This design comes from an exercise in tuning for small area on the open sky130 flow, not from production work. Function was checked by simulation only, so behaviour that the tests miss may differ from the original. Power figures rest on the tool's default switching activity, not on a simulated workload.

Design fpadd_top, start of the top module:
module fpadd_top (
    input  wire        clk,
    input  wire [31:0] a,
    input  wire [31:0] b,
    output reg  [31:0] y
);
    reg  [31:0] a_q, b_q;
    wire        s_w;
    wire [7:0]  e_w;
    wire [22:0] f_w;
    fp_adder u_add (
        .sign1(a_q[31]), .sign2(b_q[31]),
        .exp1(a_q[30:23]), .exp2(b_q[30:23]),
        .frac1(a_q[22:0]), .frac2(b_q[22:0]),
        .sign_out(s_w), .exp_out(e_w), .frac_out(f_w)
    );
    always @(posedge clk) begin
        a_q <= a;
        b_q <= b;
        y   <= {s_w, e_w, f_w};
    end
endmodule
Size in the first run: roughly 6400 um2 of cells after synthesis.
Settings: LEC_CHECK=0, CAP_MARGIN=20, CORE_MARGIN=2, CORE_UTILIZATION=55, CTS_BUF_LIST=sky130_fd_sc_hd__clkbuf_16, SETUP_SLACK_MARGIN=-0.4, SLEW_MARGIN=20; clock period 11.0 ns.
standard.sh (not shown) runs the stock make flow with config.mk's settings and CLKGATE_MAP_FILE= SYNTH_SCRIPT=/design/flow/synth_recipe.tcl, a recipe that flattens the netlist after the stock synthesis.
==> flow/flow/run.sh <==
#!/bin/bash
# Own layout flow: the standard ORFS flow (standard.sh), with these changes:
#  - synthesis is ORFS's synth.tcl run through synth_recipe.tcl as usual (same passes, registers,
#    flattening and renaming), except that the combinational logic is mapped with the
#    area-oriented ABC script flow/area.abc, without the Kogge-Stone adder map and without
#    full-adder extraction;
#  - port buffers use sky130_fd_sc_hd__buf_1;
#  - flow/extra.mk adds make variables (one NAME=value per line), e.g. the CTS arguments;
#  - everything else (floorplan, tapcells, PDN, placement, CTS, routing) is the standard flow.
# All tool output goes to flow_make.log here and to ORFS's own logs under orfs/logs.
set -euo pipefail
W=$(pwd)
FLOWDIR=$W/flow
# synthesis script: ORFS synth.tcl with the abc call using our script
sed -e "s|log_cmd abc {\*}\$abc_args|log_cmd abc {*}[lreplace \$abc_args 1 1 $FLOWDIR/area.abc]|" \
  "$FLOW_HOME/scripts/synth.tcl" > "$W/own_synth_core.tcl"
grep -q "$FLOWDIR/area.abc" "$W/own_synth_core.tcl"
sed -e "s|source \$::env(SCRIPTS_DIR)/synth.tcl|source $W/own_synth_core.tcl|" \
  "$W/synth_recipe.tcl" > "$W/own_synth.tcl"
grep -q own_synth_core "$W/own_synth.tcl"
# further make variables, one NAME=value per line
EXTRA=()
if [[ -f "$FLOWDIR/extra.mk" ]]; then mapfile -t EXTRA < <(grep -v '^#' "$FLOWDIR/extra.mk" | grep .); fi
bash "$W/standard.sh" SYNTH_SCRIPT="$W/own_synth.tcl" ADDER_MAP_FILE= \
  SYNTH_OPERATIONS_ARGS="-noshare" BUFFER_PORTS_ARGS="-buffer_cell sky130_fd_sc_hd__buf_1" \
  "${EXTRA[@]}" finish > "$W/flow_make.log" 2>&1
==> flow/flow/area.abc <==
strash
ifraig
dch
amap
topo
stime -c
buffer -c
upsize -D 9000
dnsize -D 9000
==> flow/flow/extra.mk <==
CTS_ARGS=-sink_clustering_enable -repair_clock_nets -dont_use_dummy_load -sink_clustering_size 40 -sink_clustering_max_diameter 200 -buf_list {sky130_fd_sc_hd__clkbuf_16}
The first run ran to the end with no violations.
Rerun with:
==> flow/flow/area.abc (replaced) <==
strash
ifraig
dc2
dch
amap
topo
stime -c
buffer -c
upsize -D 8000
dnsize -D 8000
==> flow/flow/extra.mk (replaced) <==
CTS_ARGS=-sink_clustering_enable -repair_clock_nets -dont_use_dummy_load -buf_list {sky130_fd_sc_hd__clkbuf_4 sky130_fd_sc_hd__clkbuf_8}
--- a/flow/config.mk
+++ b/flow/config.mk
@@ -10,3 +10,3 @@
 export CORE_UTILIZATION = 55
-export CTS_BUF_LIST = sky130_fd_sc_hd__clkbuf_16
+export CTS_BUF_LIST = sky130_fd_sc_hd__clkbuf_4 sky130_fd_sc_hd__clkbuf_8
 export SETUP_SLACK_MARGIN = -0.4
=> This time the run finished but failed the layout checks on negative setup slack. Utilization rose by 9.9 points. Clock-buffer cell count does not change. Maximum frequency shrinks by roughly a tenth. Routed wire length is higher by a few percent. Global-route usage fell by 1.7 points. Die area goes down slightly. Sequential share of layout area is lower by 3.5 points. Critical path depth rose by 41. Synthesized cell count is lower by a few percent. Total power went down by a little under a tenth.
Rerun with:
==> flow/flow/area.abc (replaced) <==
strash
ifraig
dch
amap -Q 0.1
topo
stime -c
buffer -c
upsize -D 8000
dnsize -D 8000
After rerunning:
- The new run completed without violations
- first-iteration DRC count came out lower by 45%
- cell count falls by 10%
- final area went down by 13%
- sequential share of layout area goes up by 3.4 points
- maximum frequency grows by 11%
- hold slack improves by 0.011 ns
- non-clock buffer count went down by 108
Rerun with:
==> flow/flow/area.abc (replaced) <==
strash
ifraig
dc2
balance
dch
amap
topo
stime -c
buffer -c
upsize -D 8000
dnsize -D 8000
=> Now the flow completed, yet does not pass: negative setup slack. Routed wire length rises by 5.7%. Via count climbs by 2.0%. Die area goes down by 1.4%. Global-route usage goes down by 0.99 points.
Rerun with:
==> flow/flow/area.abc (replaced) <==
strash
ifraig
dch
amap
topo
stime -c
buffer -c
upsize -c
dnsize -c
--- a/flow/config.mk
+++ b/flow/config.mk
@@ -11,3 +11,3 @@
 export CTS_BUF_LIST = sky130_fd_sc_hd__clkbuf_4 sky130_fd_sc_hd__clkbuf_8
-export SETUP_SLACK_MARGIN = -0.4
+export SETUP_SLACK_MARGIN = -0.6
 export SLEW_MARGIN = 20
=> The changed run went through all stages and came out clean; clock skew went down by 0.011 ns; cell area decreases by 7.4%; register-to-register slack is better by 0.84 ns; total power rises by 8.8%; area after synthesis came out higher by 2.6%.


The RTL this note starts from:
==> flow/design.v <==
module fpadd_top (
    input  wire        clk,
    input  wire [31:0] a,
    input  wire [31:0] b,
    output reg  [31:0] y
);
    reg  [31:0] a_q, b_q;
    wire        s_w;
    wire [7:0]  e_w;
    wire [22:0] f_w;
    fp_adder u_add (
        .sign1(a_q[31]), .sign2(b_q[31]),
        .exp1(a_q[30:23]), .exp2(b_q[30:23]),
        .frac1(a_q[22:0]), .frac2(b_q[22:0]),
        .sign_out(s_w), .exp_out(e_w), .frac_out(f_w)
    );
    always @(posedge clk) begin
        a_q <= a;
        b_q <= b;
        y   <= {s_w, e_w, f_w};
    end
endmodule

module fp_adder(
    input wire sign1,sign2,
    input wire[7:0] exp1,exp2,
    input wire [22:0] frac1,frac2,
    output wire sign_out,
    output wire [7:0] exp_out,
    output wire [22:0] frac_out
);
    wire [8:0] ed  = {1'b0,exp1} - {1'b0,exp2};
    wire       elt = ed[8];                  
    wire       eeq = ~|ed[7:0];
    wire       fgt = frac1 > frac2;
    wire       gt  = eeq ? fgt : ~elt;       
    wire [7:0] eb  = elt ? exp2 : exp1;
    wire [7:0] d   = elt ? (exp2 - exp1) : ed[7:0];
    wire       hi  = |d[7:5];
    wire        sb = gt ? sign1 : sign2;
    wire [23:0] fb = gt ? {1'b1,frac1} : {1'b1,frac2};
    wire [23:0] fs = gt ? {1'b1,frac2} : {1'b1,frac1};
    wire [23:0] r0 = (d[4] | hi) ? {16'd0, fs[23:16]} : fs;
    wire [23:0] r1 = (d[3] | hi) ? {8'd0, r0[23:8]} : r0;
    wire [23:0] r2 = d[2] ? {4'd0, r1[23:4]} : r1;
    wire [23:0] r3 = d[1] ? {2'd0, r2[23:2]} : r2;
    wire [23:0] fa = d[0] ? {1'd0, r3[23:1]} : r3;
    wire        sub = sign1 ^ sign2;
    wire [24:0] sum = {1'b0,fb} + {sub,fa ^ {24{sub}}} + {24'd0,sub};
    wire [31:0] x = {sum, 7'h00};
    wire [15:0] v1; wire [15:0] c1;
    genvar i;
    for (i=0;i<16;i=i+1) begin: l1
        assign v1[i] = x[2*i+1] | x[2*i];
        assign c1[i] = ~x[2*i+1];
    end
    wire [7:0] v2; wire [15:0] c2;
    for (i=0;i<8;i=i+1) begin: l2
        assign v2[i] = v1[2*i+1] | v1[2*i];
        assign c2[2*i+1:2*i] = v1[2*i+1] ? {1'b0, c1[2*i+1]} : {1'b1, c1[2*i]};
    end
    wire [3:0] v3; wire [11:0] c3;
    for (i=0;i<4;i=i+1) begin: l3
        assign v3[i] = v2[2*i+1] | v2[2*i];
        assign c3[3*i+2:3*i] = v2[2*i+1] ? {1'b0, c2[4*i+3:4*i+2]} : {1'b1, c2[4*i+1:4*i]};
    end
    wire [1:0] v4; wire [7:0] c4;
    for (i=0;i<2;i=i+1) begin: l4
        assign v4[i] = v3[2*i+1] | v3[2*i];
        assign c4[4*i+3:4*i] = v3[2*i+1] ? {1'b0, c3[6*i+5:6*i+3]} : {1'b1, c3[6*i+2:6*i]};
    end
    wire [4:0] z = v4[1] ? {1'b0, c4[7:4]} : {1'b1, c4[3:0]};
    wire [24:0] n0 = z[4] ? {sum[8:0], 16'd0} : sum;
    wire [24:0] n1 = z[3] ? {n0[16:0], 8'd0} : n0;
    wire [24:0] n2 = z[2] ? {n1[20:0], 4'd0} : n1;
    wire [24:0] n3 = z[1] ? {n2[22:0], 2'd0} : n2;
    wire [24:0] n4 = z[0] ? {n3[23:0], 1'd0} : n3;
    wire zero = ~(v4[1] | v4[0]);
    wire [9:0] re9 = {2'b0,eb} + 10'd1 - {5'b0,z};
    wire [7:0] re = re9[7:0];
    wire flush = zero | re9[9];
    assign sign_out = sb & ~zero;
    assign exp_out  = flush ? 8'd0 : re;
    assign frac_out = flush ? 23'd0 : n4[23:1];
endmodule
export LEC_CHECK = 0
export CAP_MARGIN = 20
export CORE_MARGIN = 2
export CORE_UTILIZATION = 55
export CTS_BUF_LIST = sky130_fd_sc_hd__clkbuf_4 sky130_fd_sc_hd__clkbuf_8
export PLACE_DENSITY = 0.8
export SLEW_MARGIN = 20
create_clock -name core_clock -period 11.0 [get_ports {clk}]
==> flow/flow/run.sh <==
#!/bin/bash
# Own layout flow: the standard ORFS flow, with three changes:
#  - synthesis maps the combinational logic with an area-oriented ABC script (flow/area.abc),
#    without the Kogge-Stone adder map and without full-adder extraction;
#  - port buffers use sky130_fd_sc_hd__buf_1;
#  - everything else (floorplan, tapcells, PDN, placement, CTS, routing) is the standard flow.
set -euo pipefail
W=$(pwd)
FLOWDIR=$W/flow
# synthesis script: ORFS synth.tcl with the abc call using our script
sed -e "s|log_cmd abc {\*}\$abc_args|log_cmd abc {*}[lreplace \$abc_args 1 1 $FLOWDIR/area.abc]|" \
  "$FLOW_HOME/scripts/synth.tcl" > "$W/own_synth_core.tcl"
grep -q "$FLOWDIR/area.abc" "$W/own_synth_core.tcl"
sed -e "s|source \$::env(SCRIPTS_DIR)/synth.tcl|source $W/own_synth_core.tcl|" \
  "$W/synth_recipe.tcl" > "$W/own_synth.tcl"
grep -q own_synth_core "$W/own_synth.tcl"
# further make variables, one NAME=value per line
EXTRA=()
if [[ -f "$FLOWDIR/extra.mk" ]]; then mapfile -t EXTRA < <(grep -v '^#' "$FLOWDIR/extra.mk" | grep .); fi
bash "$W/standard.sh" SYNTH_SCRIPT="$W/own_synth.tcl" ADDER_MAP_FILE= \
  SYNTH_OPERATIONS_ARGS="-noshare" BUFFER_PORTS_ARGS="-buffer_cell sky130_fd_sc_hd__buf_1" \
  "${EXTRA[@]}" finish > "$W/flow_make.log" 2>&1
==> flow/flow/area.abc <==
strash
ifraig
dch
amap
topo
stime -c
buffer -c
upsize -c
dnsize -c
==> flow/flow/extra.mk <==
CTS_ARGS=-sink_clustering_enable -repair_clock_nets -dont_use_dummy_load -buf_list {sky130_fd_sc_hd__clkbuf_4 sky130_fd_sc_hd__clkbuf_8}
The first run produced a clean layout.
Edit:
==> flow/flow/area.abc (replaced) <==
strash
ifraig
dc2
ifraig
dch
amap
topo
stime -c
buffer -c
upsize -c
dnsize -c
- PLACE_DENSITY: 0.8 -> default
The changed run ran to the end with no violations.
Final cell count increases slightly.
Area after synthesis decreases slightly.
Power decreases by a little under a tenth.
Utilization increases by 8.8 points.
Final area increases by roughly a tenth.
Edit:
==> flow/flow/area.abc (replaced) <==
strash
dch
amap
topo
stime -c
buffer -c
upsize -c
dnsize -c
Design area shrinks by 5.1%.
Critical path depth goes down by 22.
Synthesized area is about the same.
Setup slack gains 0.19 ns.
Maximum frequency climbs by 1.9%.
Worst hold slack improves by 0.038 ns.
Global-route usage rose by 0.93 points.
Routed wire length shrinks by 0.38%.
Cell count fell by 0.68%.
Total power increases by 6.9%.
Sequential share of layout area rises by 1.2 points.
Edit:
==> flow/flow/area.abc (replaced) <==
strash
ifraig
dch
amap
topo
stime -c
buffer -c
upsize -c
dnsize -c
- CORE_UTILIZATION: 55 -> 45
- PLACE_DENSITY: default -> 0.85
After rerunning: Core utilization falls by 15 points. Clock-buffer cell count is unchanged. Final area falls by 3.8%. Worst setup slack gains 0.25 ns. Power rises by 1.4%.


Setup of oak:
// fpadd_top: RTL as listed in full above, without the edits since
Settings: LEC_CHECK=0, CAP_MARGIN=20, CORE_MARGIN=2, CORE_UTILIZATION=55, CTS_BUF_LIST=sky130_fd_sc_hd__clkbuf_4 sky130_fd_sc_hd__clkbuf_8, SLEW_MARGIN=20; clock period 11.0 ns.
==> flow/flow/area.abc <==
strash
ifraig
dch
amap
topo
stime -c
buffer -c
upsize -c
dnsize -c
==> flow/flow/extra.mk <==
CTS_ARGS=-sink_clustering_enable -repair_clock_nets -dont_use_dummy_load -sink_clustering_size 24 -sink_clustering_max_diameter 80 -buf_list {sky130_fd_sc_hd__clkbuf_4 sky130_fd_sc_hd__clkbuf_8}
Scripts as last shown in full above: flow/flow/run.sh
oak did not stop at any stage, and its layout met the timing, DRC and antenna checks.
--- input diff oak..pine ---
==> flow/flow/extra.mk <==
CTS_ARGS=-sink_clustering_enable -repair_clock_nets -dont_use_dummy_load -buf_list {sky130_fd_sc_hd__clkbuf_4 sky130_fd_sc_hd__clkbuf_8}
--- a/flow/config.mk
+++ b/flow/config.mk
@@ -11,2 +11,3 @@
 export CTS_BUF_LIST = sky130_fd_sc_hd__clkbuf_4 sky130_fd_sc_hd__clkbuf_8
+export SETUP_SLACK_MARGIN = -0.3
 export SLEW_MARGIN = 20
Results
Across oak and pine, none had a timing, DRC or antenna violation. pine -> oak: cell count flat. Summary of pine over oak: total met3 wirelength after detailed routing saw little to no change; static leakage power saw a decrease; wire length saw a decrease; maximum fanout encountered on the critical timing path saw an increase; via count normalized by instance count saw little to no change. As far as overall global routing resource usage goes, pine and oak are indistinguishable; the numbers are identical.
> inputs changed (pine -> birch)
--- a/flow/flow/run.sh
+++ b/flow/flow/run.sh
@@ -1,7 +1,11 @@
 #!/bin/bash
-# Own layout flow: the standard ORFS flow, with three changes:
-#  - synthesis maps the combinational logic with an area-oriented ABC script (flow/area.abc),
-#    without the Kogge-Stone adder map and without full-adder extraction;
+# Own layout flow: the standard ORFS flow (standard.sh), with these changes:
+#  - synthesis is ORFS's synth.tcl run through synth_recipe.tcl as usual (same passes, registers,
+#    flattening and renaming), except that the combinational logic is mapped with the
+#    area-oriented ABC script flow/area.abc, without the Kogge-Stone adder map and without
+#    full-adder extraction;
 #  - port buffers use sky130_fd_sc_hd__buf_1;
+#  - flow/extra.mk adds make variables (one NAME=value per line), e.g. the CTS arguments;
 #  - everything else (floorplan, tapcells, PDN, placement, CTS, routing) is the standard flow.
+# All tool output goes to flow_make.log here and to ORFS's own logs under orfs/logs.
 set -euo pipefail
==> flow/flow/extra.mk <==
CTS_ARGS=-sink_clustering_enable -repair_clock_nets -dont_use_dummy_load -root_buf sky130_fd_sc_hd__clkbuf_8 -buf_list {sky130_fd_sc_hd__clkbuf_4}
--- a/flow/config.mk
+++ b/flow/config.mk
@@ -11,3 +11,2 @@
 export CTS_BUF_LIST = sky130_fd_sc_hd__clkbuf_4 sky130_fd_sc_hd__clkbuf_8
-export SETUP_SLACK_MARGIN = -0.3
 export SLEW_MARGIN = 20
==> comparison <==
pine and birch ended up with roughly the same total via count in the routed design. | endpoint required time on the critical path | pine vs birch | ≈ equal |. Comparing birch and pine, the lower routed wire length is on pine. ~same combinational share of power in birch and pine. Between birch and pine, the difference in overall power consumption is negligible. There was hardly any difference in flip-flop and latch share of the layout cell area between pine and birch. Compared to pine, birch leaves less free space in the core.
Edits applied to the flow inputs when going from birch to maple:
--- a/flow/flow/run.sh
+++ b/flow/flow/run.sh
@@ -1,11 +1,7 @@
 #!/bin/bash
-# Own layout flow: the standard ORFS flow (standard.sh), with these changes:
-#  - synthesis is ORFS's synth.tcl run through synth_recipe.tcl as usual (same passes, registers,
-#    flattening and renaming), except that the combinational logic is mapped with the
-#    area-oriented ABC script flow/area.abc, without the Kogge-Stone adder map and without
-#    full-adder extraction;
+# Own layout flow: the standard ORFS flow, with three changes:
+#  - synthesis maps the combinational logic with an area-oriented ABC script (flow/area.abc),
+#    without the Kogge-Stone adder map and without full-adder extraction;
 #  - port buffers use sky130_fd_sc_hd__buf_1;
-#  - flow/extra.mk adds make variables (one NAME=value per line), e.g. the CTS arguments;
 #  - everything else (floorplan, tapcells, PDN, placement, CTS, routing) is the standard flow.
-# All tool output goes to flow_make.log here and to ORFS's own logs under orfs/logs.
 set -euo pipefail
==> flow/flow/extra.mk <==
CTS_ARGS=-sink_clustering_enable -repair_clock_nets -dont_use_dummy_load -buf_list {sky130_fd_sc_hd__clkbuf_4 sky130_fd_sc_hd__clkbuf_8}
Findings:
From birch to maple, minimum period implied by the final worst setup slack did not move at all.
As far as latest clock arrival within the worst-skew pair is concerned, maple and birch perform about the same.
Re sequential share of layout area: no difference whatsoever between maple and birch.
Comparing maple against birch, there is no change at all in top fanout value on the critical path.
From maple to birch, synthesized instance count did not move at all.
For amount of wire on met2 after detailed routing, birch and maple come out practically identical.
Part of the cycle the worst path needs came out exactly the same in maple and birch.
Comparing birch against maple, there is no change at all in first-pass GRT wire length.
Changes observed in maple relative to birch: met3 layer wire length in the routed design has remained practically unchanged, global-route total usage across every layer has remained practically unchanged.
Inputs modified between maple and cedar:
--- a/flow/flow/area.abc
+++ b/flow/flow/area.abc
@@ -9 +9,3 @@
 dnsize -c
+upsize -c
+dnsize -c
### Flow results
The clock power was comparable across cedar and maple.
cedar and maple ended up with nearly the same multi-input gate count.
Fraction of power spent switching nets for cedar is higher than for maple.
Looking at post-placement setup slack, cedar sits 0.30 ns below maple.
The basic-gate share of the synthesized area counting and, or, nand and nor cells was comparable across cedar and maple.
From maple to cedar the numbers moved as follows: final cell count +6, largest stage delay on the critical path +0.02 ns, count of cell types in the netlist +1, final clock skew +0.0071 ns.
On sequential fraction of the synthesis area, maple tracks cedar almost exactly.

[re-timing with driven ports]
No port has a modelled driver above. Below, the same layouts with a new extraction and two added sets of constraints. Step 1 (the two cells are an assumption about what drives the block):
set clk [get_ports {clk}]
set_driving_cell -lib_cell sky130_fd_sc_hd__clkbuf_16 $clk
set_driving_cell -lib_cell sky130_fd_sc_hd__buf_2 [delete_from_list [all_inputs] $clk]
Step 2, shift: input delay + t, output delay - t, t = (earliest + latest rising clock arrival at the registers) / 2. This alone moves slack from input paths to output paths. a / b / c = ideal / step 1 / step 2; a / b = the first two.
run	shift t [ns]	slack for setup (ns)	hold slack, ns	worst register clock-pin slew, ns	cell pins on the clock port's net
the first run of note 1	0.395	0.648 / 0.648 / 0.648	0.589 / 0.589 / 0.589	0.06 / 0.06	1
the second run of note 1	0.411	-0.561 / -0.561 / -0.561	0.594 / 0.594 / 0.594	0.09 / 0.09	1
the third run of note 1	0.406	0.566 / 0.566 / 0.566	0.605 / 0.605 / 0.605	0.09 / 0.09	1
the fourth run of note 1	0.413	-0.286 / -0.286 / -0.286	0.591 / 0.591 / 0.591	0.10 / 0.10	1
the fifth run of note 1	0.401	0.553 / 0.553 / 0.553	0.570 / 0.570 / 0.570	0.09 / 0.09	1
the first run of note 2	0.413	0.960 / 0.960 / 0.960	0.622 / 0.622 / 0.622	0.10 / 0.10	1
the second run of note 2	0.415	0.469 / 0.469 / 0.469	0.562 / 0.562 / 0.562	0.09 / 0.09	1
the third run of note 2	0.409	0.661 / 0.661 / 0.661	0.599 / 0.599 / 0.599	0.10 / 0.10	1
the fourth run of note 2	0.414	0.914 / 0.914 / 0.914	0.634 / 0.634 / 0.634	0.10 / 0.10	1
oak	0.412	0.905 / 0.905 / 0.905	0.592 / 0.592 / 0.592	0.09 / 0.09	1
pine	0.414	0.581 / 0.581 / 0.581	0.591 / 0.591 / 0.591	0.09 / 0.09	1
birch	0.412	0.905 / 0.905 / 0.905	0.592 / 0.592 / 0.592	0.09 / 0.09	1
maple	0.412	0.905 / 0.905 / 0.905	0.592 / 0.592 / 0.592	0.09 / 0.09	1
cedar	0.415	0.882 / 0.882 / 0.882	0.584 / 0.584 / 0.584	0.09 / 0.09	1
